What follows belongs to an exercise in optimizing a design on an open flow for small area; a production flow would make more cautious choices.
The RTL was checked by simulation tests, not by an equivalence proof against the original design.
Power is estimated from default activity; no workload was simulated.

// tv80s
module tv80s ( 
  m1_n, mreq_n, iorq_n, rd_n, wr_n, rfsh_n, halt_n, busak_n, A, dout, 
  reset_n, clk, wait_n, int_n, nmi_n, busrq_n, di
  );
  parameter Mode = 0;     
  parameter T2Write = 1;  
  parameter IOWait  = 1;  
  input         reset_n; 
  input         clk; 
  input         wait_n; 
  input         int_n; 
  input         nmi_n; 
  input         busrq_n; 
  output        m1_n; 
  output        mreq_n; 
  output        iorq_n; 
  output        rd_n; 
  output        wr_n; 
  output        rfsh_n; 
  output        halt_n; 
  output        busak_n; 
  output [15:0] A;
  input [7:0]   di;
  output [7:0]  dout;
  reg           mreq_n; 
  reg           iorq_n; 
  reg           rd_n; 
  reg           wr_n; 
  wire          cen;
  wire          intcycle_n;
  wire          no_read;
  wire          write;
  wire          iorq;
  reg [7:0]     di_reg;
  wire [6:0]    mcycle;
  wire [6:0]    tstate;
  assign    cen = 1;
  tv80_core #(Mode, IOWait) i_tv80_core
    (
     .cen (cen),
     .m1_n (m1_n),
     .iorq (iorq),
     .no_read (no_read),
     .write (write),
     .rfsh_n (rfsh_n),
     .halt_n (halt_n),
     .wait_n (wait_n),
     .int_n (int_n),
     .nmi_n (nmi_n),
     .reset_n (reset_n),
     .busrq_n (busrq_n),
     .busak_n (busak_n),
     .clk (clk),
     .IntE (),
  ...
Size in the first run: about 2700 cells after synthesis, roughly 360 flip-flops.
export LEC_CHECK = 0
export CAP_MARGIN = 20
export CORE_MARGIN = 2
export CORE_UTILIZATION = 40
export GPL_TIMING_DRIVEN = 0
export SLEW_MARGIN = 10
create_clock -name core_clock -period 14.0 [get_ports {clk}]
standard.sh (not shown) runs the stock make flow with config.mk's settings and CLKGATE_MAP_FILE= SYNTH_SCRIPT=/design/flow/synth_recipe.tcl, a recipe that flattens the netlist after the stock synthesis.
==> flow/flow/run.sh <==
#!/bin/bash
# Layout flow: the standard ORFS flow (standard.sh) with an area-oriented synthesis:
#  - ABC maps the combinational logic with flow/abc_area.script instead of ORFS's
#    delay-oriented script (no buffering or upsizing at synthesis),
#  - adders use a ripple-carry $lcu (flow/lcu_ripple.v) instead of Kogge-Stone,
#    and are left to ABC rather than mapped to full/half-adder cells.
# After synthesis: the standard flow's own steps, except port buffers of the smallest buffer cell,
# and clock-tree options from flow/cts_args (smaller clock buffers, no dummy loads).
# Flip-flop mapping and register names are the standard flow's own.
set -euo pipefail
W=$PWD
ABC_SCRIPT=$W/flow/abc_area.script

# ORFS synth.tcl with only the abc call's script replaced
sed 's#log_cmd abc {\*}$abc_args#log_cmd abc -script '"$ABC_SCRIPT"' {*}[lrange $abc_args 2 end]#' \
  "$FLOW_HOME/scripts/synth.tcl" > "$W/synth_area.tcl"
grep -q "abc -script $ABC_SCRIPT" "$W/synth_area.tcl"

# synth_recipe.tcl, sourcing the patched synth.tcl
sed 's#^source \$::env(SCRIPTS_DIR)/synth.tcl$#source '"$W"'/synth_area.tcl#' \
  "$W/synth_recipe.tcl" > "$W/synth_recipe_area.tcl"
grep -q "synth_area.tcl" "$W/synth_recipe_area.tcl"

# standard.sh, using the patched synthesis script and no adder-cell mapping
sed -e 's#SYNTH_SCRIPT=[^ ]*#SYNTH_SCRIPT='"$W"'/synth_recipe_area.tcl#' \
    -e 's#CLKGATE_MAP_FILE= #CLKGATE_MAP_FILE= ADDER_MAP_FILE= #' \
  "$W/standard.sh" > "$W/standard_area.sh"
grep -q "synth_recipe_area.tcl" "$W/standard_area.sh"
grep -q "ADDER_MAP_FILE= " "$W/standard_area.sh"

export SYNTH_OPERATIONS_ARGS="-extra-map $W/flow/lcu_ripple.v"
# input and output port buffers: the smallest buffer cell
export BUFFER_PORTS_ARGS="-buffer_cell sky130_fd_sc_hd__buf_1"
if [[ -f $W/flow/cts_args ]]; then
  export CTS_ARGS="$(cat $W/flow/cts_args)"
fi

bash "$W/standard_area.sh" ${ORFS_TARGETS:-finish} > "$W/flow_make.log" 2>&1
Other scripts of this flow, unchanged in this note and not shown: flow/flow/abc_area.script, flow/flow/cts_args, flow/flow/lcu_ripple.v
The starting point produced a clean layout.
==> next run, changes <==
--- a/flow/config.mk
+++ b/flow/config.mk
@@ -11,2 +11,2 @@
 export GPL_TIMING_DRIVEN = 0
-export SLEW_MARGIN = 10
+export SLEW_MARGIN = 0
- core utilization fell by 0.15 points
- power barely changes
- worst setup slack improved by 230 ps
- non-clock buffer count fell by 10
- wire length hardly moves
- flip-flop and latch count is unchanged
- design area fell by about 0.34%
- register-to-register slack improved by 230 ps
- die area does not change
- via count fell by 0.74%
- first-iteration DRC count fell by 5.2%

==> port drivers added, routing unchanged <==
In the flow no input, the clock included, has a driving cell. The finished layouts below were timed again as built, in two steps.
Step 1 (the two cells are an assumption about what drives the block):
set clk [get_ports {clk}]
set_driving_cell -lib_cell sky130_fd_sc_hd__clkbuf_16 $clk
set_driving_cell -lib_cell sky130_fd_sc_hd__buf_2 [delete_from_list [all_inputs] $clk]
Step 2 times the ports against the registers' clock, not the clock port: input delays grow and output delays shrink by t, the midpoint of the rising clock arrivals with the driver on.
Slacks: ideal ports / drivers / drivers and shift; pairs: ideal ports / drivers.
| run | t (ns) | slack for setup (ns) | latest minus earliest clock arrival (ns) |
|---|---|---|---|
| the first run | 0.871 | 0.868 / 0.868 / 0.868 | 0.156 / 0.155 |
| the second run | 0.841 | 1.098 / 1.098 / 1.098 | 0.166 / 0.166 |
After both steps every run listed still meets setup and hold.
